From an optimization exercise on the open Yosys and OpenROAD flow, aimed at small area; shortcuts taken in it are not production practice. Only simulation tests tie the RTL to the original design; equivalence was not proved. Power is estimated from default activity; no workload was simulated.

==> flow/design.v <==
module orlmatch #(parameter N = 99) (
    input [N*16-1:0]entries,
    input [N-1:0]valid,
    input allValid,
    input [15:0]addr,
    output hit);
    reg h;
    integer k;
    always @(*) begin
        h = 1'b0;
        for(k = 0; k < N; k = k + 1) begin
            if(valid[k] && entries[k*16 +: 16] == addr) h = 1'b1;
        end
        if(!allValid && addr == 16'hFFFF) h = 1'b1;
    end
    assign hit = h;
endmodule
module aoread #(parameter N = 2, parameter W = 1) (
    input [N-1:0]sel,
    input [N*W-1:0]data,
    output reg [W-1:0]out);
    integer k;
    always @(*) begin
        out = {W{1'b0}};
        for(k = 0; k < N; k = k + 1) begin
            out = out | ({W{sel[k]}} & data[k*W +: W]);
        end
    end
endmodule
module cpu_top(input clk,
    input rst,
    output imem_req,
    output [15:0]imem_addr,
    input imem_ready,
    input [63:0]imem_data,
    output dmem_req,
    output [15:0]dmem_addr,
    input dmem_ready,
    input [63:0]dmem_data,
    output halted,
    output [255:0]regs_out);
    localparam [2:0] SF = 3'd4;
    integer i, k, w;
    function [15:0] add16(input [15:0] a, input [15:0] b, input cin);
        integer j;
        reg c;
        begin
            c = cin;
            for(j = 0; j < 16; j = j + 1) begin
                add16[j] = a[j] ^ b[j] ^ c;
                c = (a[j] & b[j]) | (c & (a[j] ^ b[j]));
            end
        end
    endfunction
    function [15:0] inc16(input [15:0] a);
        integer j;
        reg c;
        begin
            c = 1'b1;
            for(j = 0; j < 16; j = j + 1) begin
                inc16[j] = a[j] ^ c;
                c = c & a[j];
            end
        end
    endfunction
    function [6:0] inc7(input [6:0] a);
        integer j;
        reg c;
        begin
            c = 1'b1;
            for(j = 0; j < 7; j = j + 1) begin
                inc7[j] = a[j] ^ c;
                c = c & a[j];
            end
        end
    endfunction
    function [4:0] inc5(input [4:0] a);
        integer j;
        reg c;
        begin
            c = 1'b1;
            for(j = 0; j < 5; j = j + 1) begin
                inc5[j] = a[j] ^ c;
                c = c & a[j];
            end
        end
    endfunction
    function [4:0] dec5(input [4:0] a);
        integer j;
        reg b;
        begin
            b = 1'b1;
            for(j = 0; j < 5; j = j + 1) begin
                dec5[j] = a[j] ^ b;
                b = b & !a[j];
            end
        end
    endfunction
    function [14:0] cw(input [15:0] x);
        cw = {x[14:12] | {3{x[15]}}, x[11:0]};
    endfunction
    reg fetching;
    reg stallFetch;  
    reg [15:0]pc;
    wire iRead = !fetching && !stallFetch;
    wire imemReady;
    wire [14:0]imemOut;
    wire fastFetch = (imemReady && iRead);
    wire earlyJump = imemReady && (imemOut[14:12] == 3'd2) && (fetching || fastFetch);
    wire [11:0]jmpDest = imemOut[11:0];
    wire jeq = imemReady && (imemOut[14:12] == 3'd6) && (fetching || fastFetch);
    wire floatOutReady;
    wire [15:0]floatOut;
    wire [2:0]floatOutSrc;
    wire [3:0]floatOutReg;
    wire isJeq;
    wire jeqTaken;
    wire [3:0]jeqOffset;
    always @(posedge clk) begin
        if(rst) begin
            fetching <= 0;
            stallFetch <= 0;
            pc <= 16'h0000;
        end
        else begin
        if(iRead && !fastFetch) begin
            fetching <= 1;
        end
        else if(imemReady) begin
            if(stallFetch && !isJeq) begin
                pc <= pc;
            end
            else if(jeqTaken) begin
                pc <= add16(pc, {12'b0, jeqOffset}, 1'b0);
            end
            else if(earlyJump) begin
                pc <= {4'b0, jmpDest};
            end
            else if(jeq) begin
                pc <= pc;
            end
            else begin
                pc <= inc16(pc);
            end
            fetching <= 0;
        end
        if(jeq) begin
            stallFetch <= 1;
        end
        if(isJeq) begin
            stallFetch <= 0;
        end
        end
    end
    reg [9:0]iTag0[15:0];
    reg [9:0]iTag1[15:0];
    reg [59:0]iDat0[15:0];
    reg [59:0]iDat1[15:0];
    reg [15:0]iV0;
    reg [15:0]iV1;
    reg [15:0]iLRU;
    wire [3:0]index = pc[5:2];
    wire [9:0]iTag = pc[15:6];
    wire [1:0]blockIndex = pc[1:0];
    wire [15:0]iSetOH = 16'b1 << index;
    wire [3:0]iWordOH = 4'b1 << blockIndex;
    reg [159:0]iTagData;
    always @(*) begin
        for(k = 0; k < 16; k = k + 1) begin
            iTagData[k*10 +: 10] = iTag0[k];
        end
    end
    reg [159:0]iTagData1;
    always @(*) begin
        for(k = 0; k < 16; k = k + 1) begin
            iTagData1[k*10 +: 10] = iTag1[k];
        end
    end
    wire [9:0]rdTag0, rdTag1;
    aoread #(.N(16), .W(10)) iTagRd0(.sel(iSetOH), .data(iTagData), .out(rdTag0));
    aoread #(.N(16), .W(10)) iTagRd1(.sel(iSetOH), .data(iTagData1), .out(rdTag1));
    wire value1V = |(iSetOH & iV0);
    wire value2V = |(iSetOH & iV1);
    wire icachev1Hit = value1V && (rdTag0 == iTag);
    wire icachev2Hit = value2V && (rdTag1 == iTag);
    wire icacheHit = icachev1Hit || icachev2Hit;
    reg [127:0]iWordSel;
    reg [1919:0]iWordData;
    always @(*) begin
        for(k = 0; k < 16; k = k + 1) begin
            for(w = 0; w < 4; w = w + 1) begin
                iWordSel[k*4+w] = iSetOH[k] && iWordOH[w] && icachev1Hit;
                iWordSel[64+k*4+w] = iSetOH[k] && iWordOH[w] && icachev2Hit && !icachev1Hit;
                iWordData[(k*4+w)*15 +: 15] = iDat0[k][59-15*w -: 15];
                iWordData[(64+k*4+w)*15 +: 15] = iDat1[k][59-15*w -: 15];
            end
        end
    end
    wire [14:0]iHitWord;
    aoread #(.N(128), .W(15)) iWordRd(.sel(iWordSel), .data(iWordData), .out(iHitWord));
    wire [59:0]iDataC = {cw(imem_data[63:48]), cw(imem_data[47:32]), cw(imem_data[31:16]), cw(imem_data[15:0])};
    assign imemOut = icacheHit ? iHitWord :
                     (blockIndex == 3) ? iDataC[14:0] :
                     (blockIndex == 2) ? iDataC[29:15] :
                     (blockIndex == 1) ? iDataC[44:30] :
                     iDataC[59:45];
    assign imem_req = !icacheHit && iRead;
    assign imem_addr = pc;
    assign imemReady = icacheHit || imem_ready;
    wire iFillW0 = !value1V || (value2V && |(iSetOH & iLRU));
    always @(posedge clk) begin
        if(rst) begin
            iV0 <= 16'b0;
            iV1 <= 16'b0;
            iLRU <= 16'b0;
        end
        else if(imem_ready) begin
            if(iFillW0) iV0[index] <= 1'b1;
            else iV1[index] <= 1'b1;
            iLRU[index] <= !iFillW0;
        end
    end
    always @(posedge clk) begin
        if(!rst && imem_ready) begin
            if(iFillW0) begin
                iTag0[index] <= iTag;
                iDat0[index] <= iDataC;
            end
            else begin
                iTag1[index] <= iTag;
                iDat1[index] <= iDataC;
            end
        end
    end
    reg [31:0]bpV;
    reg [11:0]bpTarget[31:0];
    reg [15:0]laPCR;
    wire [31:0]laOH = 32'b1 << laPCR[4:0];
    reg [383:0]bpData;
    always @(*) begin
        for(k = 0; k < 32; k = k + 1) begin
            bpData[k*12 +: 12] = bpTarget[k];
        end
    end
    wire [11:0]bpAddr;
    aoread #(.N(32), .W(12)) bpRd(.sel(laOH), .data(bpData), .out(bpAddr));
    wire bpValid = |(laOH & bpV);
    wire [31:0]pcOH = 32'b1 << pc[4:0];
    wire firstHit = !(|(pcOH & bpV)) && earlyJump;
    always @(posedge clk) begin
        if(rst) begin
            bpV <= 32'b0;
        end
        else if(earlyJump) begin
            bpV[pc[4:0]] <= 1'b1;
        end
    end
    always @(posedge clk) begin
        if(earlyJump) begin
            bpTarget[pc[4:0]] <= jmpDest;
        end
    end
    wire memAccess;           
    wire [15:0]memAddress;    
    wire dmemReady;
    wire [15:0]dmemOut;
    reg memRequest;
    reg orlCheck;
    reg [15:0]requestAddressR;
    wire [15:0]orlOutput;
    reg [9:0]dTag0[15:0];
    reg [9:0]dTag1[15:0];
    reg [63:0]dDat0[15:0];
    reg [63:0]dDat1[15:0];
    reg [15:0]dV0;
    reg [15:0]dV1;
    reg [15:0]dLRU;
    reg [15:0]daddr;
    wire [15:0]dAddressRead = memAccess ? memAddress : orlOutput;
    wire [3:0]dIndex = dAddressRead[5:2];
    wire [9:0]dTag = dAddressRead[15:6];
    wire [1:0]dBlockIndex = dAddressRead[1:0];
    wire [15:0]dSetOH = 16'b1 << dIndex;
    wire [3:0]dWordOH = 4'b1 << dBlockIndex;
    reg [159:0]dTagData0, dTagData1;
    always @(*) begin
        for(k = 0; k < 16; k = k + 1) begin
            dTagData0[k*10 +: 10] = dTag0[k];
            dTagData1[k*10 +: 10] = dTag1[k];
        end
    end
    wire [9:0]rdDTag0, rdDTag1;
    aoread #(.N(16), .W(10)) dTagRd0(.sel(dSetOH), .data(dTagData0), .out(rdDTag0));
    aoread #(.N(16), .W(10)) dTagRd1(.sel(dSetOH), .data(dTagData1), .out(rdDTag1));
    wire dvalue1V = |(dSetOH & dV0);
    wire dvalue2V = |(dSetOH & dV1);
    wire dcachev1Hit = dvalue1V && (rdDTag0 == dTag);
    wire dcachev2Hit = dvalue2V && (rdDTag1 == dTag);
    wire dcacheHit = dcachev1Hit || dcachev2Hit;
    reg [127:0]dWordSel;
    reg [2047:0]dWordData;
    always @(*) begin
        for(k = 0; k < 16; k = k + 1) begin
            for(w = 0; w < 4; w = w + 1) begin
                dWordSel[k*4+w] = dSetOH[k] && dWordOH[w] && dcachev1Hit;
                dWordSel[64+k*4+w] = dSetOH[k] && dWordOH[w] && dcachev2Hit && !dcachev1Hit;
                dWordData[(k*4+w)*16 +: 16] = dDat0[k][63-16*w -: 16];
                dWordData[(64+k*4+w)*16 +: 16] = dDat1[k][63-16*w -: 16];
            end
        end
    end
    wire [15:0]dHitWord;
    aoread #(.N(128), .W(16)) dWordRd(.sel(dWordSel), .data(dWordData), .out(dHitWord));
    wire dataComplete = (dmem_ready && orlOutput == daddr);
    assign dmemReady = (dcacheHit && memAccess) || dataComplete;
    assign dmemOut = dcacheHit ? dHitWord :
                     (dBlockIndex == 3) ? dmem_data[15:0] :
                     (dBlockIndex == 2) ? dmem_data[31:16] :
                     (dBlockIndex == 1) ? dmem_data[47:32] :
                     dmem_data[63:48];
    wire submitMemRequest = memRequest && !orlCheck;
    assign dmem_req = (!dcacheHit && memAccess) || submitMemRequest;
    assign dmem_addr = memAccess ? memAddress : requestAddressR;
    wire [3:0]dIndexW = orlOutput[5:2];
    wire [15:0]dSetWOH = 16'b1 << dIndexW;
    wire dFillW0 = !dvalue1V || (dvalue2V && |(dSetWOH & dLRU));
    always @(posedge clk) begin
        if(rst) begin
            daddr <= 16'hFFFF;
        end
        else if(memAccess && !dmemReady) begin
            daddr <= memAddress;
        end
        else if(dmemReady) begin
            daddr <= 16'hFFFF;
        end
    end
    always @(posedge clk) begin
        if(rst) begin
            dV0 <= 16'b0;
            dV1 <= 16'b0;
            dLRU <= 16'b0;
        end
        else if(dmem_ready) begin
            if(dFillW0) dV0[dIndexW] <= 1'b1;
            else dV1[dIndexW] <= 1'b1;
            dLRU[dIndexW] <= !dFillW0;
        end
    end
    always @(posedge clk) begin
        if(!rst && dmem_ready) begin
            if(dFillW0) begin
                dTag0[dIndexW] <= dTag;
                dDat0[dIndexW] <= dmem_data;
            end
            else begin
                dTag1[dIndexW] <= dTag;
                dDat1[dIndexW] <= dmem_data;
            end
        end
    end
    reg [31:0]rptV;
    reg [4:0]rptTimes[31:0];
    reg [15:0]rptAddr[31:0];
    reg [13:0]rptStride[31:0];
    reg [1:0]rptState[31:0];
    wire [15:0]rdPC = memAccess ? pc : laPCR;
    wire [4:0]idx = rdPC[4:0];
    wire inRange = (rdPC[15:5] == 11'd0);
    wire [31:0]idxOH = 32'b1 << idx;
    wire [31:0]rsel = idxOH & rptV & {32{inRange}};
    wire eV = |rsel;
    reg [1183:0]rptData;
    always @(*) begin
        for(k = 0; k < 32; k = k + 1) begin
            rptData[k*37 +: 37] = {rptTimes[k], rptAddr[k], rptStride[k], rptState[k]};
        end
    end
    wire [4:0]eTimes;
    wire [15:0]eAddr;
    wire [13:0]eStride;
    wire [1:0]eState;
    aoread #(.N(32), .W(37)) rptRd(.sel(rsel), .data(rptData), .out({eTimes, eAddr, eStride, eState}));
    wire laPCEntryV = !memAccess && eV;
    wire [15:0]pcDelta = add16(memAddress, ~eAddr, 1'b1);
    wire strideEq = (pcDelta[15:14] == 2'b00) && (pcDelta[13:0] == eStride);
    wire [4:0]timesDec = (eTimes != 0) ? dec5(eTimes) : 5'd0;
    wire toInit = !eV || (!strideEq && eState == 2'd2);
    wire [1:0]newState = toInit ? 2'd0 :
                         (eState == 2'd0) ? 2'd1 :
                         strideEq ? ((eState == 2'd3) ? 2'd1 : 2'd2) :
                         2'd3;
    reg [15:0]laMul;
    integer m;
    always @(*) begin
        laMul = {2'b0, eStride};
        for(m = 0; m < 5; m = m + 1) begin
            laMul = add16(laMul, eTimes[m] ? ({2'b0, eStride} << m) : 16'd0, 1'b0);
        end
    end
    wire [15:0]nextA = memAccess ? memAddress : eAddr;
    wire [15:0]nextB = memAccess ? pcDelta : laMul;
    wire [15:0]nextAddress = add16(nextA, nextB, 1'b0);
    always @(posedge clk) begin
        if(rst) begin
            rptV <= 32'b0;
        end
        else if(memAccess) begin
            rptV[idx] <= 1'b1;
        end
    end
    always @(posedge clk) begin
        if(!rst) begin
            if(memAccess) begin
                rptAddr[idx] <= memAddress;
                rptStride[idx] <= toInit ? 14'd0 : pcDelta[13:0];
                rptState[idx] <= newState;
                rptTimes[idx] <= toInit ? 5'd0 : timesDec;
            end
            else if(laPCEntryV) begin
                rptTimes[idx] <= inc5(eTimes);
            end
        end
    end
    always @(posedge clk) begin
        if(rst) begin
            memRequest <= 0;
            requestAddressR <= 0;
        end
        else if(memAccess) begin
            if(eV && eState != 2'd3) begin
                memRequest <= 1;
                requestAddressR <= nextAddress;
            end
        end
        else if(laPCEntryV) begin
            memRequest <= 1;
            requestAddressR <= nextAddress;
        end
        else begin
            memRequest <= 0;
            requestAddressR <= 0;
        end
    end
    always @(posedge clk) begin
        if(rst) begin
            laPCR <= 0;
        end
        else if(firstHit) begin
            laPCR <= {4'b0, jmpDest};
        end
        else if(bpValid) begin
            laPCR <= {4'b0, bpAddr};
        end
        else begin
            laPCR <= inc16(laPCR);
        end
    end
    reg [15:0]orl[99:0];
    reg [6:0]orlFill;
    assign orlOutput = orl[99];  
    always @(posedge clk) begin
        if(rst) begin
            orlFill <= 0;
        end
        else if(orlFill != 7'd100) begin
            orlFill <= inc7(orlFill);
        end
    end
    always @(posedge clk) begin
        for(i = 1; i < 100; i = i + 1) begin
            orl[i] <= orl[i-1];
        end
        if(memAccess) begin
            orl[0] <= memAddress;
        end
        else if(memRequest) begin
            orl[0] <= requestAddressR;
        end
        else begin
            orl[0] <= 16'hFFFF;
        end
    end
    wire [2:0]fh = orlFill[6:4];
    wire [3:0]fl = orlFill[3:0];
    reg [6:0]gtH, eqH;
    reg [15:0]gtL;
    reg [98:0]orlValid;
    reg [1583:0]orlEntries;
    integer h;
    always @(*) begin
        for(h = 0; h < 7; h = h + 1) begin
            gtH[h] = (fh > h);
            eqH[h] = (fh == h);
        end
        for(h = 0; h < 16; h = h + 1) begin
            gtL[h] = (fl > h);
        end
        for(i = 1; i < 100; i = i + 1) begin
            orlValid[i-1] = gtH[i / 16] | (eqH[i / 16] & gtL[i % 16]);
            orlEntries[(i-1)*16 +: 16] = orl[i];
        end
    end
    wire orlHit;
    orlmatch #(.N(99)) orlm(.entries(orlEntries), .valid(orlValid), .allValid(orlValid[98]),
        .addr(nextAddress), .hit(orlHit));
    always @(posedge clk) begin
        if(rst) begin
            orlCheck <= 0;
        end
        else if(memAccess || laPCEntryV) begin
            if(orlHit) orlCheck <= 1;
        end
        else if(memRequest) begin
            orlCheck <= 0;
        end
    end
    reg [14:0]buffer[0:31];
    reg [4:0]head;
    reg [4:0]tail;
    reg stallDispatch;
    wire willStall;
    wire pause = stallDispatch || willStall;
    wire isbEmpty = (head == tail);
    wire inEnable = imemReady && !earlyJump && !stallFetch;
    wire outEnable = !isbEmpty || inEnable;
    wire [31:0]headOH = 32'b1 << head;
    reg [479:0]bufData;
    always @(*) begin
        for(k = 0; k < 32; k = k + 1) begin
            bufData[k*15 +: 15] = buffer[k];
        end
    end
    wire [14:0]headData;
    aoread #(.N(32), .W(15)) bufRd(.sel(headOH), .data(bufData), .out(headData));
    wire pop = !isbEmpty && outEnable && !pause;
    wire pushA = isbEmpty && outEnable && pause;
    wire pushB = inEnable && !(isbEmpty && outEnable);
    wire push = pushA || pushB;
    always @(posedge clk) begin
        if(rst) begin
            head <= 0;
            tail <= 0;
        end
        else begin
            if(pop) head <= inc5(head);
            if(push) tail <= inc5(tail);
        end
    end
    always @(posedge clk) begin
        if(!rst && push) buffer[tail] <= imemOut;
    end
    reg [15:0]regs[0:15];
    reg [2:0]regsSource[0:15];
    reg [15:0]regsValid;
    wire [14:0]inst = isbEmpty ? imemOut : headData;
    wire [2:0]opcode = inst[14:12];
    wire [3:0]ra = inst[11:8];
    wire [3:0]rb = inst[7:4];
    wire [3:0]rt = inst[3:0];
    wire [15:0]ii = {8'b0, inst[11:4]};
    wire opMov = (opcode == 3'd0);
    wire opAdd = (opcode == 3'd1);
    wire opHalt = (opcode == 3'd3);
    wire opLd = (opcode == 3'd4);
    wire opLdr = (opcode == 3'd5);
    wire opJeq = (opcode == 3'd6);
    wire needsFloat = opAdd || opLdr || opJeq;
    wire needsLoad = opLd || opLdr;
    reg aBusy0, aBusy1;
    reg lBusy0, lBusy1;
    wire floatFull = aBusy0 && aBusy1;
    wire floatAny = aBusy0 || aBusy1;
    wire loadFull = lBusy0 && lBusy1;
    wire loadAny = lBusy0 || lBusy1;
    wire floatWE = !pause && outEnable && needsFloat;
    wire loadWE = !pause && outEnable && needsLoad;
    wire loadOutReady = dmemReady;
    wire [15:0]loadOut = dmemOut;
    wire [2:0]loadOutSrc;
    wire [3:0]loadOutReg;
    wire overwriteAdd = (floatWE && floatOutReady && floatOutReg == rt && opAdd) ||
                        (loadWE && floatOutReady && floatOutReg == rt);
    wire overwriteLoad = (floatWE && loadOutReady && loadOutReg == rt && opAdd) ||
                         (loadWE && loadOutReady && loadOutReg == rt);
    wire stallCond = (needsFloat && floatFull) ||
                     (needsLoad && loadFull) ||
                     (opHalt && (floatAny || loadAny));
    assign willStall = outEnable && stallCond;
    reg finish;
    assign halted = finish;
    genvar g;
    generate
        for (g = 0; g < 16; g = g + 1) begin : regs_o
            assign regs_out[16*g+15:16*g] = regs[g];
        end
    endgenerate
    wire [15:0]fRegOH = 16'b1 << floatOutReg;
    wire [15:0]lRegOH = 16'b1 << loadOutReg;
    reg [2:0]fRegSrc, lRegSrc;
    always @(*) begin
        fRegSrc = 0; lRegSrc = 0;
        for(k = 0; k < 16; k = k + 1) begin
            fRegSrc = fRegSrc | ({3{fRegOH[k]}} & regsSource[k]);
            lRegSrc = lRegSrc | ({3{lRegOH[k]}} & regsSource[k]);
        end
    end
    wire floatWrite = floatOutReady && !isJeq &&
        (fRegSrc == floatOutSrc) && !(|(fRegOH & regsValid)) && !overwriteAdd;
    wire loadWrite = loadOutReady &&
        (lRegSrc == loadOutSrc) && !(|(lRegOH & regsValid)) && !overwriteLoad;
    wire dispatch = outEnable && !finish && !pause;
    wire aNext0 = !aBusy0;
    wire lNext0;
    always @(posedge clk) begin
        if(rst) begin
            for (i = 0; i < 16; i = i + 1) begin
                regs[i] <= 16'h0000;
                regsSource[i] <= SF;
            end
            regsValid <= 16'hFFFF;
            stallDispatch <= 0;
            finish <= 0;
        end
        else begin
        if(floatWrite) begin
            regs[floatOutReg] <= floatOut;
            regsValid[floatOutReg] <= 1;
        end
        if(loadWrite) begin
            regs[loadOutReg] <= loadOut;
            regsValid[loadOutReg] <= 1;
        end
        stallDispatch <= willStall;
        if(dispatch) begin
            if(opMov) begin
                regs[rt] <= ii;
                regsSource[rt] <= SF;
                regsValid[rt] <= 1;
            end
            else if(opAdd) begin
                regsValid[rt] <= 0;
                regsSource[rt] <= aNext0 ? 3'd0 : 3'd1;
            end
            else if(opHalt) begin
                if(!floatAny && !loadAny) begin
                    finish <= 1;
                end
            end
            else if(opLd || opLdr) begin
                regsValid[rt] <= 0;
                regsSource[rt] <= lNext0 ? 3'd2 : 3'd3;
            end
        end
        end
    end
    wire [15:0]raOH = 16'b1 << ra;
    wire [15:0]rbOH = 16'b1 << rb;
    reg [319:0]regData;
    always @(*) begin
        for(k = 0; k < 16; k = k + 1) begin
            regData[k*20 +: 20] = {regsValid[k], regsSource[k], regs[k]};
        end
    end
    wire [15:0]regA, regB;
    wire [2:0]srcA, srcB;
    wire validA, validB;
    aoread #(.N(16), .W(20)) regRdA(.sel(raOH), .data(regData), .out({validA, srcA, regA}));
    aoread #(.N(16), .W(20)) regRdB(.sel(rbOH), .data(regData), .out({validB, srcB, regB}));
    wire fA = floatOutReady && floatOutSrc == srcA;
    wire lA = loadOutReady && loadOutSrc == srcA;
    wire fB = floatOutReady && floatOutSrc == srcB;
    wire lB = loadOutReady && loadOutSrc == srcB;
    wire [15:0]valA = validA ? regA : fA ? floatOut : loadOut;
    wire rdyA = validA || fA || lA;
    wire [15:0]valB = validB ? regB : fB ? floatOut : loadOut;
    wire rdyB = validB || fB || lB;
    reg [3:0]aReg0, aReg1;
    reg [1:0]aOp0, aOp1;
    reg [15:0]v00, v01, v10, v11;
    reg r00, r01, r10, r11;
    reg [2:0]s00, s01, s10, s11;
    wire float0Ready = aBusy0 && r00 && r01;
    wire float1Ready = !float0Ready && aBusy1 && r10 && r11;
    wire [15:0]fa = float0Ready ? v00 : v10;
    wire [15:0]fb = float0Ready ? v01 : v11;
    wire [1:0]fop = float0Ready ? aOp0 : aOp1;
    wire [3:0]frg = float0Ready ? aReg0 : aReg1;
    assign floatOutReady = float0Ready || float1Ready;
    assign floatOut = fop[1] ? {12'b0, frg} : add16(fa, fb, 1'b0);
    assign floatOutSrc = float0Ready ? 3'd0 :
                         float1Ready ? 3'd1 :
                         SF;
    assign floatOutReg = (float0Ready && !aOp0[1]) ? aReg0 :
                         (float1Ready && aOp1 == 2'b00) ? aReg1 :
                         4'hF;
    assign isJeq = floatOutReady && fop[1];
    assign jeqTaken = isJeq && (fa == fb);
    assign jeqOffset = frg;
    wire aw0 = floatWE && !aBusy0;
    wire aw1 = floatWE && aBusy0 && !aBusy1;
    always @(posedge clk) begin
        if(rst) begin
            aBusy0 <= 0;
            aBusy1 <= 0;
        end
        else begin
            if(aw0) aBusy0 <= 1;
            else if(aw1) aBusy1 <= 1;
            if(float0Ready) aBusy0 <= 0;
            else if(float1Ready) aBusy1 <= 0;
        end
    end
    always @(posedge clk) begin
        if(!rst) begin
        if(aw0) begin
            aReg0 <= rt; aOp0 <= {opJeq, opLdr};
            v00 <= valA; r00 <= rdyA; s00 <= srcA;
            v01 <= valB; r01 <= rdyB; s01 <= srcB;
        end
        if(aw1) begin
            aReg1 <= rt; aOp1 <= {opJeq, opLdr};
            v10 <= valA; r10 <= rdyA; s10 <= srcA;
            v11 <= valB; r11 <= rdyB; s11 <= srcB;
        end
        if(float0Ready) begin
            if((s10 == 3'd0) && aBusy1) begin
                v10 <= floatOut; r10 <= 1; s10 <= SF;
            end
            if((s11 == 3'd0) && aBusy1) begin
                v11 <= floatOut; r11 <= 1; s11 <= SF;
            end
        end
        else if(float1Ready) begin
            if((s00 == 3'd1) && aBusy0) begin
                v00 <= floatOut; r00 <= 1;
            end
            if((s01 == 3'd1) && aBusy0) begin
                v01 <= floatOut; r01 <= 1;
            end
        end
        if(loadOutReady) begin
            if(aBusy0 && (s00 == loadOutSrc) && !r00) begin
                v00 <= loadOut; r00 <= 1;
            end
            if(aBusy0 && (s01 == loadOutSrc) && !r01) begin
                v01 <= loadOut; r01 <= 1;
            end
            if(aBusy1 && (s10 == loadOutSrc) && !r10) begin
                v10 <= loadOut; r10 <= 1; s10 <= SF;
            end
            if(aBusy1 && (s11 == loadOutSrc) && !r11) begin
                v11 <= loadOut; r11 <= 1; s11 <= SF;
            end
        end
        end
    end
    reg lr0, lr1;
    reg [3:0]lReg0, lReg1;
    reg [15:0]lv0, lv1;
    reg [2:0]ls0, ls1;
    reg lFetching;
    wire lnz0 = lBusy0 || lr0;
    wire lnz1 = lBusy1 || lr1;
    assign lNext0 = !lnz0;
    wire load0Ready = lBusy0 && lr0;
    wire load1Ready = !load0Ready && lBusy1 && lr1;
    assign memAccess = (load0Ready || load1Ready) && !lFetching;
    assign memAddress = load0Ready ? lv0 : lv1;  
    assign loadOutSrc = load0Ready ? 3'd2 :
                        load1Ready ? 3'd3 :
                        SF;
    assign loadOutReg = load0Ready ? lReg0 :
                        load1Ready ? lReg1 :
                        4'hF;
    wire lfReady = !isJeq && floatOutReady;
    wire lw0 = loadWE && !lnz0;
    wire lw1 = loadWE && lnz0;
    wire lc0 = loadOutReady && load0Ready;
    wire lc1 = loadOutReady && load1Ready;
    wire lf0 = lfReady && (ls0 == floatOutSrc) && lnz0;
    wire lf1 = lfReady && (ls1 == floatOutSrc) && lnz1;
    wire [2:0]lineS = opLdr ? (aNext0 ? 3'd0 : (aBusy1 ? SF : 3'd1)) : SF;
    always @(posedge clk) begin
        if(rst) begin
            lBusy0 <= 0;
            lBusy1 <= 0;
            lr0 <= 0;
            lr1 <= 0;
            lFetching <= 0;
        end
        else begin
            if(loadOutReady) lFetching <= 0;
            else if(memAccess) lFetching <= 1;
            if(lf0) lr0 <= 1;
            else if(lc0) lr0 <= 0;
            else if(lw0) lr0 <= opLd;
            if(lc0) lBusy0 <= 0;
            else if(lw0) lBusy0 <= 1;
            if(lf1) lr1 <= 1;
            else if(lc1) lr1 <= 0;
            else if(lw1) lr1 <= opLd;
            if(lc1) lBusy1 <= 0;
            else if(lw1) lBusy1 <= 1;
        end
    end
    always @(posedge clk) begin
        if(!rst) begin
            if(lw0) lReg0 <= rt;
            if(lw1) lReg1 <= rt;
            if(lc0) ls0 <= 3'd0;
            else if(lw0) ls0 <= lineS;
            if(lc1) ls1 <= 3'd0;
            else if(lw1) ls1 <= lineS;
            if(lf0) lv0 <= floatOut;
            else if(lw0) lv0 <= ii;
            if(lf1) lv1 <= floatOut;
            else if(lw1) lv1 <= ii;
        end
    end
endmodule
==> flow/run.sh <==
#!/bin/bash
# synth_recipe.tcl (not shown) runs the flow's synth.tcl, then flattens the netlist and writes it again
# the make line also repeats each setting of config.mk as NAME=value (left out here)
make -C /OpenROAD-flow-scripts/flow DESIGN_CONFIG=/design/flow/config.mk WORK_HOME=/design/flow/orfs CLKGATE_MAP_FILE= SYNTH_SCRIPT=/design/flow/synth_recipe.tcl finish
==> flow/config.mk <==
export PLATFORM = sky130hd
export DESIGN_NAME = cpu_top
export DESIGN_NICKNAME = cpu_top
export VERILOG_FILES = /design/flow/design.v
export SDC_FILE = /design/flow/constraint.sdc
export NUM_CORES = 8
export LEC_CHECK = 0
export CAP_MARGIN = 10
export CORE_MARGIN = 2
export CORE_UTILIZATION = 45
export CTS_CLUSTER_DIAMETER = 100
export CTS_CLUSTER_SIZE = 24
export PLACE_DENSITY = 0.55
export SLEW_MARGIN = 10
export SYNTH_HIERARCHICAL = 1
==> flow/constraint.sdc <==
create_clock -name core_clock -period 20.0 [get_ports {clk}]
set_input_delay 4.0000 -clock core_clock [delete_from_list [all_inputs] [get_ports {clk}]]
set_output_delay 4.0000 -clock core_clock [all_outputs]
set_load 0.01 [all_outputs]
==> impl_metrics.py, run 1 <==
metrics = {
    "pwr": {
        "power_density_mw_per_mm2": 95.3,
        "power.leakage_uw": 0.123,
        "max-vdd-ir-drop_uv": 122,
        "total_power_uw": 35500,
    },
    "drt": {
        "wl_um": 1240000,
        "dr.pass1.iters": 10,
        "via_per_inst": 6.49,
        "vias": 214458,
        "avgRoutedWirePerCell_um": 37.6,
        "antenna_left": 0,
        "drc_errors": 0,
        "drtIter0Drc": 32330,
    },
    "setup_path": {
        "cp_data_required_time_ns": 20.95,
        "worstSetupStartpointType": "flip-flop",
        "worstPathMaxFanout": 51,
        "cp_slowest_stage_delay_ns": 0.89,
        "setup.worst_path.class": "flip-flop to flip-flop",
        "crit_family": "adder cells",
        "cp_num_cells": 44,
        "worst-path-buf-inv": 6,
        "arrival_ns": 18.42,
        "reg2reg_depth": 44,
        "crit_top_cell": "fa_1",
        "cp_slowest_cell": "and3_2",
        "worst_setup_path_end_kind": "flip-flop",
    },
    "finish": {
        "layout-drive-gt1-share": 0.101,
        "final_core_util": 0.488,
        "final_area_mm2": 0.372,
        "layout_common_cells": "edfxtp_1, dfxtp_1, a22oi_1",
        "layout-area-overhead-vs-synth_pct": 8.19,
        "fin_nets": 23028,
        "final_common_cell": "edfxtp_1",
    },
    "grt": {
        "grt_max_degree": 121,
        "grt-ovfl-total": 0,
        "grt_pass1_vias": 204886,
        "antenna_found_initial": 103,
        "grt_pass1_wl_um": 1700000,
        "grt_usage": 0.311,
    },
    "cts": {
        "cts_buffer_depth": 4,
        "cts_tree": "done",
        "clock-root-buffer": "clkbuf_16",
        "cts_max_level": 5,
        "clock-sinks": 8965,
        "cts.clk_slew.worst_paths_ns": 0.10,
        "postCtsHoldBufs": 0,
        "clock_latency_ns": 1.13,
        "ctsResizeCount": 0,
        "numCtsBuffers": 424,
        "postCtsSetupBuffers": 0,
    },
    "floorplanning": {
        "rows": 321,
        "dieHeight_um": 878,
        "dieArea_mm2": 0.772,
        "core_area_mm2": 0.763,
        "start_util": 0.451,
        "die_w_um": 878,
        "io_pins": 423,
    },
    "synthesis": {
        "synthFlopType": "edfxtp_1",
        "syn_area_per_cell_um2": 15.4,
        "syn_area_mm2": 0.344,
        "yosysSeqAreaShare": 0.724,
        "ys_ff_latch": 8965,
        "synthArstFlopShare": 0,
        "ys_warn_count": 16,
        "synth_edf_count": 6967,
        "yosysUniqueCellTypes": 110,
        "netlist_instances": 22361,
        "synth_nets": 22740,
    },
    "place": {
        "postPlaceCellArea_mm2": 0.360,
        "hpwl_um": 802000,
        "gp_congestion": 0.952,
        "io_buffers": 422,
        "pre_cts_slack_ns": 2.93,
    },
    "timing": {
        "fin_skew_ns": 0.105,
        "rsz0062_at_grt": "no",
        "min_period_ns": 17.47,
        "fmax_mhz": 57.3,
        "hold_violations": 0,
        "tightest_slew_ns": 1.40,
        "setup_viol": 0,
        "fin_setup_tns_ns": 0,
        "fin_crit_sh": 0.873,
        "worst_slack_ns": 2.53,
        "slew_violations": 0,
        "slew_headroom": 0.0660,
    },
    "run_status": {
        "outcome": "no timing/DRC/antenna violations",
    },
    "run": {
        "drv_cap": 0,
    },
    "worst_hold_path": {
        "hold_class": "flip-flop to flip-flop",
        "whs_path_depth": 0,
    },
}
## power by group
| group | switching (uW) | leakage (uW) | internal, uW |
|---|---|---|---|
| logic | 3620 | 0.0387 | 1240 |
| clock network | 5930 | 0.00582 | 4040 |
| registers | 223 | 0.0787 | 20400 |
## state kept, by name (all words and copies together), names as in the netlist, 384 cells and up
register   count
bpTarget     384
buffer       480
dDat0       1024
dDat1       1024
iDat0        960
iDat1        960
orl         1600
rptAddr      512
rptStride    448
## worst register-to-register path, delay by kind of cell, from the launching register on
kind	cells	cell delay [ns]
compound gates	5	1.14
xor+xnor	1	0.26
fa+ha+maj	19	8.86
buf+inv	6	2.07
flops	1	0.52
mux	2	0.50
simple gates	11	3.93
## per-layer routing
layer | part of all wire | wire length, um | GRT usage
met5 | 0.00010 | 124 | 0.0000615
met4 | 0.055 | 68000 | 0.137
met3 | 0.097 | 120000 | 0.0596
met2 | 0.45 | 557000 | 0.479
met1 | 0.40 | 498000 | 0.432
## logic make-up after synthesis
group,Yosys count,synth area share
flops,8965,0.724
compound gates,5193,0.119
simple gates,4149,0.0614
buf+inv,1835,0.0320
xor+xnor,1718,0.0437
mux,254,0.00820
fa+ha+maj,247,0.0110
## path summary, 6_finish.rpt
path	from	end	slack [ns]
max	lBusy1	orlCheck	2.53
min reg2reg	orl[0][9]	orl[1][9]	0.33
max reg2reg	lBusy1	orlCheck	2.53
min	orl[0][9]	orl[1][9]	0.33
## per-stage QoR
step | instances | hold WS, ns
floorplan | 22361 | 0.310
global placement | 32395 | 0.310
detailed placement | 32395 | 0.312
CTS | 32987 | 0.332
global route | 32993 | 0.339
finish | 33046 | 0.334
## cell usage after synthesis, types with 46 or more instances
master	n	area (um2)
o21ai_0	234	1170
nand4_1	820	5130
buf_1	48	180
mux2i_1	174	1740
fa_1	91	1820
xor2_1	1233	10800
or4_1	87	653
xnor2_1	485	4250
and3_1	81	507
edfxtp_1	6967	209000
inv_1	225	845
dfxtp_1	1998	40000
a22o_1	1010	8850
a221oi_1	951	8330
ha_1	156	1950
nand3_1	306	1530
a21oi_1	379	1900
clkbuf_1	680	2550
a22oi_1	1807	13600
mux2_2	64	721
nor3_1	183	916
o22ai_1	73	457
a31oi_1	61	382
a221oi_2	76	1140
o221ai_1	63	552
buf_2	214	1070
and2_1	118	738
nand2b_1	58	363
buf_4	333	2500
buf_6	304	3420
nor4_1	391	2450
nor2b_1	46	288
a32oi_1	48	420
nor2_1	1103	4140
nand2_1	759	2850
## cell type report
cell class	instances	area, um2
clock buffer	540	11300
inverter	229	930
multi-input combinational	11561	85600
antenna	57	143
timing repair buffer	1468	11600
fill	64800	391000
tap	10174	12700
sequential	8965	249000
clock inverter	52	753
==> inputs of run 2 (changes only) <==
--- a/flow/design.v
+++ b/flow/design.v
@@ -157,7 +157,9 @@
     reg [59:0]iDat0[15:0];
     reg [59:0]iDat1[15:0];
-    reg [15:0]iV0;
-    reg [15:0]iV1;
-    reg [15:0]iLRU;
+    reg [15:0]iA;
+    reg [15:0]iB;
+    wire [15:0]iV0 = iA | iB;
+    wire [15:0]iV1 = iA;
+    wire [15:0]iLRU = iA & iB;
     wire [3:0]index = pc[5:2];
     wire [9:0]iTag = pc[15:6];
@@ -211,12 +213,10 @@
     always @(posedge clk) begin
         if(rst) begin
-            iV0 <= 16'b0;
-            iV1 <= 16'b0;
-            iLRU <= 16'b0;
+            iA <= 16'b0;
+            iB <= 16'b0;
         end
         else if(imem_ready) begin
-            if(iFillW0) iV0[index] <= 1'b1;
-            else iV1[index] <= 1'b1;
-            iLRU[index] <= !iFillW0;
+            iA[index] <= value1V;
+            iB[index] <= !iFillW0 || !value1V;
         end
     end
==> flow/flow/run.sh (new file) <==
#!/bin/bash
set -euo pipefail
export BUFFER_PORTS_ARGS="-buffer_cell sky130_fd_sc_hd__buf_1"
export CTS_ARGS="-sink_clustering_enable -repair_clock_nets -sink_clustering_size 22 -sink_clustering_max_diameter 100 -dont_use_dummy_load"
bash standard.sh > standard.log 2>&1
==> flow/standard.sh (new file) <==
#!/bin/bash
# synth_recipe.tcl (not shown) runs the flow's synth.tcl, then flattens the netlist and writes it again
# the make line also repeats each setting of config.mk as NAME=value (left out here)
make -C /OpenROAD-flow-scripts/flow DESIGN_CONFIG=/design/flow/config.mk WORK_HOME=/design/flow/orfs CLKGATE_MAP_FILE= SYNTH_SCRIPT=/design/flow/synth_recipe.tcl "${@:-finish}"
--- a/flow/config.mk
+++ b/flow/config.mk
@@ -10,5 +10,5 @@
 export CORE_UTILIZATION = 45
 export CTS_CLUSTER_DIAMETER = 100
-export CTS_CLUSTER_SIZE = 24
+export CTS_CLUSTER_SIZE = 22
 export PLACE_DENSITY = 0.55
 export SLEW_MARGIN = 10
removed: flow/run.sh
==> run 2 against run 1 <==
Via count is 0.44% higher. Critical path depth is 3 higher. Count of clock-buffer cells in the layout is 90 lower. First-iteration DRC count is 2.5% higher. Clock power is 2.4% lower. Worst hold slack worse by 0.073 ns. Global-route usage is 0.49 points lower. Combinational power is about 60% higher. Worst setup slack better by 0.0031 ns. Largest cell class unchanged.
==> impl_metrics.py, run 2 <==
metrics = {
    "timing": {
        "slew_headroom": 0.0673,
        "setup_viol": 0,
        "rsz0062_at_grt": "no",
        "fin_crit_sh": 0.873,
        "hold_violations": 0,
        "slew_violations": 0,
        "min_period_ns": 17.46,
        "fin_skew_ns": 0.100,
        "fmax_mhz": 57.3,
        "tightest_slew_ns": 1.39,
        "fin_setup_tns_ns": 0,
    },
    "synthesis": {
        "yosys.area.top_type_share": 0.608,
        "synth_top_area_cell": "edfxtp_1",
        "syn_area_mm2": 0.344,
        "synth_area_leaders": "edfxtp_1, dfxtp_1, a22oi_1",
        "yosysSeqAreaShare": 0.723,
        "yosysMostFrequentCell": "edfxtp_1",
        "ys_ff_latch": 8949,
        "synth_nets": 22765,
        "netlist_instances": 22386,
        "ys_warn_count": 16,
        "synth_edf_count": 6967,
        "synthTopCellsByCount": "edfxtp_1, dfxtp_1, a22oi_1, xor2_1, nor2_1",
        "yosysUniqueCellTypes": 135,
        "synthArstFlopShare": 0,
        "syn_area_per_cell_um2": 15.4,
        "synthFlopType": "edfxtp_1",
    },
    "worst_hold_path": {
        "hold_class": "flip-flop to flip-flop",
    },
    "finish": {
        "top_regs": "orl (1600), dDat0 (1024), dDat1 (1024)",
        "layout-area-overhead-vs-synth_pct": 7.31,
        "regMostFlops": "orl",
        "final_common_cell": "edfxtp_1",
        "fin_nets": 23056,
        "layout_common_cells": "edfxtp_1, dfxtp_1, a22oi_1",
        "largest_register_ffs": 1600,
        "layout-drive-gt1-share": 0.101,
    },
    "cts": {
        "clock-root-buffer": "clkbuf_16",
        "cts_buffer_depth": 4,
        "cts_max_level": 5,
        "cts.clk_slew.worst_paths_ns": 0.09,
        "cts_tree": "done",
        "clock_latency_ns": 1.12,
        "numCtsBuffers": 450,
        "postCtsSetupBuffers": 0,
        "postCtsHoldBufs": 0,
        "clock-sinks": 8949,
        "ctsResizeCount": 0,
    },
    "setup_path": {
        "setup.worst_path.class": "flip-flop to flip-flop",
        "arrival_ns": 18.41,
        "worstSetupStartpointType": "flip-flop",
        "cp_slowest_cell": "buf_4",
        "worst_setup_path_end_kind": "flip-flop",
        "cp_slowest_stage_delay_ns": 0.70,
        "cp_data_required_time_ns": 20.95,
        "worstPathMaxFanout": 38,
        "crit_top_cell": "fa_1",
    },
    "run_status": {
        "outcome": "no timing/DRC/antenna violations",
    },
    "grt": {
        "grt_max_degree": 80,
        "grt-ovfl-total": 0,
        "grt_usage": 0.306,
        "grt_pass1_wl_um": 1680000,
        "antenna_found_initial": 95,
        "grt_pass1_vias": 204816,
    },
    "pwr": {
        "power_density_mw_per_mm2": 105,
        "max-vdd-ir-drop_uv": 211,
        "total_power_uw": 38700,
        "power.leakage_uw": 0.123,
    },
    "drt": {
        "wl_um": 1230000,
        "drtIter0Drc": 33128,
        "vias": 215410,
        "avgRoutedWirePerCell_um": 37.3,
        "drc_errors": 0,
        "dr.pass1.iters": 8,
        "via_per_inst": 6.55,
        "antenna_left": 0,
    },
    "floorplanning": {
        "io_pins": 423,
        "dieHeight_um": 879,
        "dieArea_mm2": 0.772,
        "start_util": 0.451,
        "die_w_um": 879,
        "core_area_mm2": 0.763,
        "rows": 321,
    },
    "place": {
        "io_buffers": 422,
        "gp_congestion": 0.968,
        "hpwl_um": 789000,
    },
    "run": {
        "drv_cap": 0,
    },
}
[run 2: cell count changes after synthesis, moves of 28 or more]
cell	delta
a211oi_1	+41
a31oi_1	+61
a221oi_1	+77
o2bb2ai_1	-37
nand2b_1	-30
nor2_1	+29
nand2_1	-65
o211ai_1	-28
a22oi_1	-76
[run 2: per-stage QoR]
step	std cells	hold WS (ns)	instance area (um2)	utilization	setup slack (ns)
after floorplan	22386	0.310	344000	-	5.74
after global placement	32396	0.310	358000	0.469	2.54
after detailed placement	32397	0.312	358000	0.469	2.78
after CTS	32847	0.268	369000	0.484	2.74
after global routing	32851	0.271	369000	0.484	2.06
final	32871	0.261	369000	0.484	2.54
[run 2: final cells by class]
class                      instances  area, um2
sequential                      8949     249000
tap                            10174      12700
multi-input combinational      11561      85900
inverter                         245        992
clock buffer                     450      11300
timing repair buffer            1470       9650
fill                           65101     394000
antenna                           22       55.1
[run 2: path summary, 6_finish.rpt]
kind | slack [ns] | endpoint | from | cells past startpoint
worst min register to register | 0.26 | orl[29][7] | orl[28][7] | 0
worst max register to register | 2.54 | orlCheck | lBusy1 | 47
worst max-delay path | 2.54 | orlCheck | lBusy1 | 47
worst min-delay path | 0.26 | orl[29][7] | orl[28][7] | 0
[run 2: power by group]
part,internal (uW),leakage (uW),total (uW),switching (uW)
sequential,20700,0.0797,21200,439
clock,3990,0.00555,9730,5730
combinational,1950,0.0375,7800,5850
total,26700,0.123,38700,12000
[run 2: logic make-up after synthesis]
logic type	after synthesis	share of synthesized area
buffers and inverters	1876	0.0327
AOI/OAI and AO/OA	5190	0.120
adders and majority gates	247	0.0110
xor gates and xnor gates	1700	0.0432
muxes	258	0.00841
and+or+nand+nor	4166	0.0623
DFF	8949	0.723
[run 2: worst max-delay path, delay by kind of cell, from the launching register on]
kind,cells,cell delay [ns]
AOI/OAI and AO/OA,5,1.28
and+or+nand+nor,11,3.15
adders and majority gates,19,8.14
buffers and inverters,7,2.55
DFF,1,0.43
xor gates and xnor gates,3,0.98
muxes,2,0.57
[run 2: per-layer routing]
layer  vias up  share of wire  track usage
li1      88325              -            -
met1    111882           0.40        0.433
met2     13146           0.45        0.474
met3      2041           0.10       0.0600
met4        16          0.043        0.107
met5         -        0.00011            0
==> inputs of run 3 (changes only) <==
--- a/flow/design.v
+++ b/flow/design.v
@@ -1,2 +1,8 @@
+module aoi222(input a1, input b1, input a2, input b2, input a3, input b3, output y);
+    assign y = !((a1 && b1) || (a2 && b2) || (a3 && b3));
+endmodule
+module aoi22(input a1, input b1, input a2, input b2, output y);
+    assign y = !((a1 && b1) || (a2 && b2));
+endmodule
 module orlmatch #(parameter N = 99) (
     input [N*16-1:0]entries,
@@ -19,12 +25,29 @@
     input [N-1:0]sel,
     input [N*W-1:0]data,
-    output reg [W-1:0]out);
-    integer k;
-    always @(*) begin
-        out = {W{1'b0}};
-        for(k = 0; k < N; k = k + 1) begin
-            out = out | ({W{sel[k]}} & data[k*W +: W]);
+    output [W-1:0]out);
+    localparam G3 = N / 3;           
+    localparam R = N - 3 * G3;       
+    localparam G = G3 + (R > 0 ? 1 : 0);
+    wire [G*W-1:0]n;   
+    genvar g, b;
+    generate
+        for(b = 0; b < W; b = b + 1) begin : bits
+            for(g = 0; g < G3; g = g + 1) begin : grp
+                aoi222 u(.a1(sel[3*g]), .b1(data[(3*g)*W+b]),
+                         .a2(sel[3*g+1]), .b2(data[(3*g+1)*W+b]),
+                         .a3(sel[3*g+2]), .b3(data[(3*g+2)*W+b]),
+                         .y(n[b*G+g]));
+            end
+            if(R == 2) begin : rest2
+                aoi22 u(.a1(sel[3*G3]), .b1(data[(3*G3)*W+b]),
+                        .a2(sel[3*G3+1]), .b2(data[(3*G3+1)*W+b]),
+                        .y(n[b*G+G3]));
+            end
+            if(R == 1) begin : rest1
+                assign n[b*G+G3] = !(sel[3*G3] && data[(3*G3)*W+b]);
+            end
+            assign out[b] = !(&n[b*G +: G]);
         end
-    end
+    endgenerate
 endmodule
 module cpu_top(input clk,
==> flow/flow/run.sh (replaced) <==
#!/bin/bash
set -euo pipefail
export BUFFER_PORTS_ARGS="-buffer_cell sky130_fd_sc_hd__buf_1"
export CTS_ARGS="-sink_clustering_enable -repair_clock_nets -sink_clustering_size 24 -sink_clustering_max_diameter 100 -dont_use_dummy_load"
bash standard.sh > standard.log 2>&1
--- a/flow/config.mk
+++ b/flow/config.mk
@@ -10,5 +10,5 @@
 export CORE_UTILIZATION = 45
 export CTS_CLUSTER_DIAMETER = 100
-export CTS_CLUSTER_SIZE = 22
+export CTS_CLUSTER_SIZE = 24
 export PLACE_DENSITY = 0.55
 export SLEW_MARGIN = 10
==> run 3 against run 2 <==
Utilization is 0.46 points higher. Worst setup slack worse by 0.30 ns. Largest power group unchanged. Non-clock buffer count fell by 37. Sequential power is essentially flat. Wire length is 2.3% lower.
==> impl_metrics.py, run 3 <==
metrics = {
    "cts": {
        "cts_max_level": 5,
        "cts.clk_slew.worst_paths_ns": 0.09,
        "numCtsBuffers": 421,
        "clock-sinks": 8949,
        "postCtsSetupBuffers": 0,
        "clock-root-buffer": "clkbuf_16",
        "cts_tree": "done",
        "ctsResizeCount": 0,
        "cts_buffer_depth": 4,
        "postCtsHoldBufs": 0,
        "clock_latency_ns": 1.13,
    },
    "synthesis": {
        "synthTopCellsByCount": "edfxtp_1, a222oi_1, dfxtp_1, nor2_1, xor2_1",
        "yosysSeqAreaShare": 0.742,
        "yosysMostFrequentCell": "edfxtp_1",
        "synthFlopType": "edfxtp_1",
        "yosys.area.top_type_share": 0.624,
        "synthArstFlopShare": 0,
        "synth_edf_count": 6967,
        "ys_warn_count": 9,
        "yosysUniqueCellTypes": 118,
        "synth_area_leaders": "edfxtp_1, dfxtp_1, a222oi_1",
        "synth_top_area_cell": "edfxtp_1",
        "syn_area_mm2": 0.335,
        "netlist_instances": 20752,
        "synth_nets": 21131,
        "ys_ff_latch": 8949,
        "syn_area_per_cell_um2": 16.2,
    },
    "setup_path": {
        "worst_setup_path_end_kind": "flip-flop",
        "cp_slowest_cell": "dfxtp_1",
        "worstSetupStartpointType": "flip-flop",
        "worst-path-buf-inv": 5,
        "reg2reg_from": "lFetching",
        "setup.worst_path.class": "flip-flop to flip-flop",
        "reg2reg_depth": 45,
        "cp_slowest_stage_delay_ns": 0.97,
        "arrival_ns": 18.67,
        "setup.worst_path.start": "lFetching",
        "cp_num_cells": 45,
        "worstPathMaxFanout": 43,
        "crit_family": "adder cells",
        "cp_data_required_time_ns": 20.90,
        "crit_top_cell": "fa_1",
    },
    "drt": {
        "drtIter0Drc": 41072,
        "drc_errors": 0,
        "via_per_inst": 6.66,
        "avgRoutedWirePerCell_um": 37.9,
        "wl_um": 1200000,
        "dr.pass1.iters": 14,
        "vias": 210292,
        "antenna_left": 0,
    },
    "run": {
        "drv_cap": 0,
    },
    "timing": {
        "slew_headroom": 0.0960,
        "fmax_mhz": 56.3,
        "fin_crit_sh": 0.888,
        "rsz0062_at_grt": "no",
        "tightest_slew_ns": 1.35,
        "min_period_ns": 17.77,
        "setup_viol": 0,
        "hold_ws_ns": 0.318,
        "fin_skew_ns": 0.115,
        "hold_violations": 0,
        "fin_setup_tns_ns": 0,
        "slew_violations": 0,
    },
    "floorplanning": {
        "die_w_um": 867,
        "dieArea_mm2": 0.752,
        "io_pins": 423,
        "core_area_mm2": 0.744,
        "rows": 317,
        "start_util": 0.451,
        "dieHeight_um": 867,
    },
    "pwr": {
        "p_sw_frac": 0.298,
        "clkPwrFrac": 0.253,
        "combPwrFrac": 0.183,
        "switchingPower_uw": 11000,
        "power_density_mw_per_mm2": 102,
        "intPower_uw": 26000,
        "p_seq_frac": 0.564,
        "max-vdd-ir-drop_uv": 169,
        "power.leakage_uw": 0.123,
    },
    "finish": {
        "fin_nets": 22051,
        "layout-drive-gt1-share": 0.0990,
        "n_fill_cell": 62796,
        "multi_input_area_mm2": 0.0811,
        "finalNonFillerCells": 31595,
        "regArea_mm2": 0.249,
        "final_common_cell": "edfxtp_1",
        "top_regs": "orl (1600), dDat0 (1024), dDat1 (1024)",
        "layout_common_cells": "edfxtp_1, a222oi_1, dfxtp_1",
        "largest_register_ffs": 1600,
        "regMostFlops": "orl",
        "layout-area-overhead-vs-synth_pct": 8.41,
    },
    "grt": {
        "grt_max_degree": 137,
        "grt_pass1_vias": 198192,
        "grt_pass1_wl_um": 1630000,
        "grt-ovfl-total": 0,
        "grt_usage": 0.306,
        "antenna_found_initial": 92,
    },
    "worst_hold_path": {
        "hp-start": "orl[71][0]",
        "whs_path_depth": 0,
        "hold_class": "flip-flop to flip-flop",
    },
    "place": {
        "hpwl_um": 768000,
        "dp_cells": 31134,
        "gp_congestion": 0.957,
        "io_buffers": 422,
    },
    "run_status": {
        "outcome": "no timing/DRC/antenna violations",
    },
}
-- run 3: changes by cell type in the layout (fill, tap and decap cells not counted), moves of 95 or more --
| cell | previous run | this run |
|---|---|---|
| nor2_1 | 949 | 1078 |
| a22oi_2 | 1 | 96 |
| a22oi_1 | 1730 | 113 |
| mux2i_1 | 149 | 325 |
| nand2_1 | 694 | 815 |
| a22o_1 | 998 | 27 |
| a221oi_1 | 1028 | 18 |
| a222oi_1 | 10 | 2348 |
-- run 3: final cells by class --
cell class	count	share of cell area
antenna	36	0.000248
multi-input combinational	10615	0.223
tap	9889	0.0340
timing repair buffer	1433	0.0261
sequential	8949	0.685
clock buffer	421	0.0290
inverter	252	0.00280
-- run 3: cells by family after synthesis --
group	count (synthesis)	synth area share
DFF	8949	0.742
and+or+nand+nor	4414	0.0657
AOI/OAI and AO/OA	3857	0.103
xor gates and xnor gates	1706	0.0446
buffers and inverters	1188	0.0210
muxes	391	0.0125
adders and majority gates	247	0.0113
-- run 3: power by group through the flow --
stage | clock [uW] | combinational [uW] | sequential [uW]
6_report | 9380 | 6800 | 20900
4_1_cts | 9480 | 6550 | 20900
3_3_place_gp | 0 | 6530 | 21300
2_1_floorplan | 0 | 3460 | 21200
5_1_grt | 10100 | 6910 | 20900
3_5_place_dp | 0 | 6530 | 21300
-- run 3: routing by layer --
layer / vias to the layer above / track usage / part of all wire
met1: 108749 / 0.418 / 0.38
met3: 2216 / 0.0664 / 0.11
met2: 13099 / 0.479 / 0.45
met5: - / 0 / 0.00016
li1: 86200 / - / -
met4: 28 / 0.127 / 0.052
-- run 3: worst reg2reg max path: cells and delay by family, from the launching register on --
family / cells / cell delay (ns)
buffers and inverters: 5 / 1.63
and+or+nand+nor: 11 / 3.69
adders and majority gates: 18 / 7.98
DFF: 1 / 0.97
xor gates and xnor gates: 5 / 1.34
muxes: 1 / 0.44
AOI/OAI and AO/OA: 5 / 1.56
-- run 3: final timing paths --
path	to	slack (ns)
hold / removal	orl[72][0]	0.32
hold reg to reg	orl[72][0]	0.32
setup reg to reg	orlCheck	2.23
setup / recovery	orlCheck	2.23
-- run 3: modules after synthesis, one instance, submodules excluded, a selection --
module | area, um2 | flip-flops and latches | times used
aoi22 | 12.5 | 0 | 95
aoi222 | 10.0 | 0 | 2342
cpu_top | 285000 | 8949 | 1
-- run 3: per-stage QoR --
| step | setup WS, ns | instance area, um2 | utilization | power (uW) |
|---|---|---|---|---|
| after floorplan | 5.23 | 335000 | - | 24700 |
| after global placement | 2.34 | 353000 | 0.474 | 27900 |
| after detailed placement | 2.33 | 353000 | 0.474 | 27900 |
| after CTS | 2.29 | 363000 | 0.489 | 36900 |
| after global routing | 1.33 | 363000 | 0.489 | 37900 |
| final | 2.23 | 364000 | 0.489 | 37100 |
==> inputs of run 4 (changes only) <==
==> flow/flow/run.sh (replaced) <==
#!/bin/bash
set -euo pipefail
export BUFFER_PORTS_ARGS="-buffer_cell sky130_fd_sc_hd__buf_1"
export CTS_ARGS="-sink_clustering_enable -repair_clock_nets -sink_clustering_size 25 -sink_clustering_max_diameter 100 -dont_use_dummy_load"
bash standard.sh > standard.log 2>&1
--- a/flow/config.mk
+++ b/flow/config.mk
@@ -10,5 +10,5 @@
 export CORE_UTILIZATION = 45
 export CTS_CLUSTER_DIAMETER = 100
-export CTS_CLUSTER_SIZE = 24
+export CTS_CLUSTER_SIZE = 25
 export PLACE_DENSITY = 0.55
 export SLEW_MARGIN = 10
==> run 4 against run 3 <==
Total power decreased by 0.32%. First-iteration DRC count increased by 0.65%. Highest routed layer unchanged. Clock power decreased by 1%.
==> impl_metrics.py, run 4 <==
metrics = {
    "cts": {
        "postCtsSetupBuffers": 0,
        "cts_max_level": 5,
        "clock-root-buffer": "clkbuf_16",
        "cts.clk_slew.worst_paths_ns": 0.10,
        "clock-sinks": 8949,
        "ctsResizeCount": 0,
        "cts_tree": "done",
        "postCtsHoldBufs": 0,
        "clock_latency_ns": 1.13,
        "numCtsBuffers": 407,
        "cts_buffer_depth": 4,
    },
    "grt": {
        "grt-ovfl-total": 0,
        "grt_usage": 0.307,
        "grt_pass1_vias": 198212,
        "antenna_found_initial": 96,
        "grt_max_degree": 137,
        "grt_pass1_wl_um": 1630000,
    },
    "timing": {
        "setup_viol": 0,
        "hold_violations": 0,
        "fin_crit_sh": 0.888,
        "slew_headroom": 0.0948,
        "fin_skew_ns": 0.158,
        "tightest_slew_ns": 1.35,
        "rsz0062_at_grt": "no",
        "slew_violations": 0,
        "min_period_ns": 17.75,
        "worst_slack_ns": 2.25,
        "fin_setup_tns_ns": 0,
        "fmax_mhz": 56.3,
    },
    "setup_path": {
        "cp_slowest_stage_delay_ns": 0.96,
        "regToRegEndpoint": "orlCheck",
        "reg2reg_from": "lFetching",
        "arrival_ns": 18.72,
        "reg2reg_depth": 45,
        "crit_top_cell": "fa_1",
        "worstPathMaxFanout": 43,
        "worst_setup_path_end_kind": "flip-flop",
        "setup.worst_path.class": "flip-flop to flip-flop",
        "cp_slowest_cell": "dfxtp_1",
        "worstSetupStartpointType": "flip-flop",
        "ff2ff_setup_slack_ns": 2.25,
        "cp_data_required_time_ns": 20.97,
    },
    "synthesis": {
        "syn_area_per_cell_um2": 16.2,
        "synth-compound-area-share": 0.103,
        "synth_edf_count": 6967,
        "ys_ff_latch": 8949,
        "yosysMostFrequentCell": "edfxtp_1",
        "synth_nets": 21131,
        "yosysUniqueCellTypes": 118,
        "synth_top_area_cell": "edfxtp_1",
        "netlist_instances": 20752,
        "synthArstFlopShare": 0,
        "synth-adder-area-share": 0.0113,
        "synth_xor_area_frac": 0.0446,
        "syn_area_mm2": 0.335,
        "synthSimpleGateAreaFrac": 0.0657,
        "yosysSeqAreaShare": 0.742,
        "synthTopCellsByCount": "edfxtp_1, a222oi_1, dfxtp_1, nor2_1, xor2_1",
        "synth_area_leaders": "edfxtp_1, dfxtp_1, a222oi_1",
        "synth_top_family_by_area": "compound AO/OA/AOI/OAI gates",
        "synth.mux.area_fraction": 0.0125,
        "yosys.area.top_type_share": 0.624,
        "ys_warn_count": 9,
        "synthFlopType": "edfxtp_1",
    },
    "worst_hold_path": {
        "hold_class": "flip-flop to flip-flop",
        "whs_path_depth": 0,
        "holdPathEnd": "orl[55][15]",
        "hp-start": "orl[54][15]",
    },
    "finish": {
        "fin_nets": 22037,
        "largest_register_ffs": 1600,
        "layout-area-overhead-vs-synth_pct": 8.30,
        "top_regs": "orl (1600), dDat0 (1024), dDat1 (1024)",
        "regArea_mm2": 0.249,
        "layout_common_cells": "edfxtp_1, a222oi_1, dfxtp_1",
        "layout-drive-gt1-share": 0.0984,
        "regMostFlops": "orl",
        "multi_input_area_mm2": 0.0811,
        "n_fill_cell": 62818,
        "final_common_cell": "edfxtp_1",
    },
    "drt": {
        "avgRoutedWirePerCell_um": 37.9,
        "wl_um": 1200000,
        "dr.pass1.iters": 12,
        "drc_errors": 0,
        "via_per_inst": 6.65,
        "vias": 209958,
        "antenna_left": 0,
        "drtIter0Drc": 41340,
    },
    "pwr": {
        "power_density_mw_per_mm2": 102,
        "power.leakage_uw": 0.123,
        "total_power_uw": 37000,
        "max-vdd-ir-drop_uv": 172,
    },
    "floorplanning": {
        "dieHeight_um": 867,
        "die_w_um": 867,
        "core_area_mm2": 0.744,
        "dieArea_mm2": 0.752,
        "rows": 317,
        "io_pins": 423,
        "start_util": 0.451,
    },
    "place": {
        "pre_cts_slack_ns": 2.33,
        "gp_congestion": 0.957,
        "hpwl_um": 768000,
        "io_buffers": 422,
    },
    "run": {
        "drv_cap": 0,
    },
    "run_status": {
        "outcome": "no timing/DRC/antenna violations",
    },
}
[run 4: cell counts after synthesis]
Identical to the previous run, type by type.
[run 4: power by group]
| part | leakage (uW) | internal, uW | switching, uW |
|---|---|---|---|
| clock network | 0.00502 | 3630 | 5610 |
| registers | 0.0809 | 20600 | 327 |
| logic | 0.0368 | 1710 | 5100 |
| total | 0.123 | 25900 | 11000 |
[run 4: kinds of logic after synthesis]
kind of cell / Yosys count
AOI/OAI and AO/OA: 3857
xor gates and xnor gates: 1706
adders and majority gates: 247
buffers and inverters: 1188
DFF: 8949
muxes: 391
and+or+nand+nor: 4414
[run 4: layout make-up]
type | count | share of cell area
Antenna cell | 35 | 0.000241
Clock buffer | 407 | 0.0280
Inverter | 252 | 0.00280
Multi-Input combinational cell | 10615 | 0.223
Sequential cell | 8949 | 0.685
Tap cell | 9889 | 0.0341
Timing Repair Buffer | 1433 | 0.0261
[run 4: metrics by stage]
step	hold WS [ns]	cell area, um2	cells	utilization
after global placement	0.310	353000	31134	0.474
after detailed placement	0.312	353000	31134	0.474
after CTS	0.275	363000	31541	0.488
after floorplan	0.310	335000	20752	-
after global routing	0.281	363000	31550	0.488
final	0.284	363000	31580	0.488
[run 4: per-layer routing]
metal,GRT usage,wire (um),up-vias,part of all wire
li1,-,-,86150,-
met1,0.420,462000,108595,0.39
met2,0.478,542000,13123,0.45
met3,0.0658,133000,2062,0.11
met4,0.125,59900,28,0.050
met5,0,262,-,0.00022
[run 4: worst max-delay path by stage]
stage	from	end	slack, ns	cells after the start
finish	lFetching	orlCheck	2.25	45
global route	lFetching	orlCheck	1.39	45
CTS	lFetching	orlCheck	2.35	47
detailed placement	lFetching	orlCheck	2.33	45
global placement	lFetching	orlCheck	2.34	47
floorplan	lr1	orlCheck	5.23	50
[run 4: modules after synthesis, one instance, submodules excluded, excerpt]
| module | copies in the design | flops+latches | cells | cell area [um2] |
|---|---|---|---|---|
| cpu_top | 1 | 8949 | 14929 | 285000 |
| aoi22 | 95 | 0 | 1 | 12.5 |
| aoi222 | 2342 | 0 | 1 | 10.0 |
[run 4: worst max-delay path, delay by kind of cell, from the launching register on]
family,cells,cell delay (ns)
fa+ha+maj,18,7.99
simple gates,11,3.70
compound gates,5,1.50
buf+inv,5,1.50
xor+xnor,5,1.34
flops,1,0.96
mux,1,0.42

==> separate check: timing with driven ports <==
Ports are ideal in the flow. The routed layouts listed here were re-timed in OpenROAD.
Step 1: set_driving_cell puts a clkbuf_16 on clk and a buf_2 on each other input, an assumption about the parent block.
Step 2 times the ports against the registers' clock, not the clock port: input delays grow and output delays shrink by t, the midpoint of the rising clock arrivals with the driver on.
Slacks: ideal ports / drivers / drivers and shift; pairs: ideal ports / drivers.
| run | t (ns) | setup WS [ns] | cell pins on the clock port's net |
|---|---|---|---|
| run 1 | 1.235 | 2.533 / 2.533 / 2.533 | 1 |
| run 2 | 1.224 | 2.536 / 2.536 / 2.536 | 1 |
| run 3 | 1.203 | 2.234 / 2.234 / 2.234 | 1 |
| run 4 | 1.217 | 2.250 / 2.250 / 2.250 | 1 |
After both steps setup and hold are still met in every run listed.
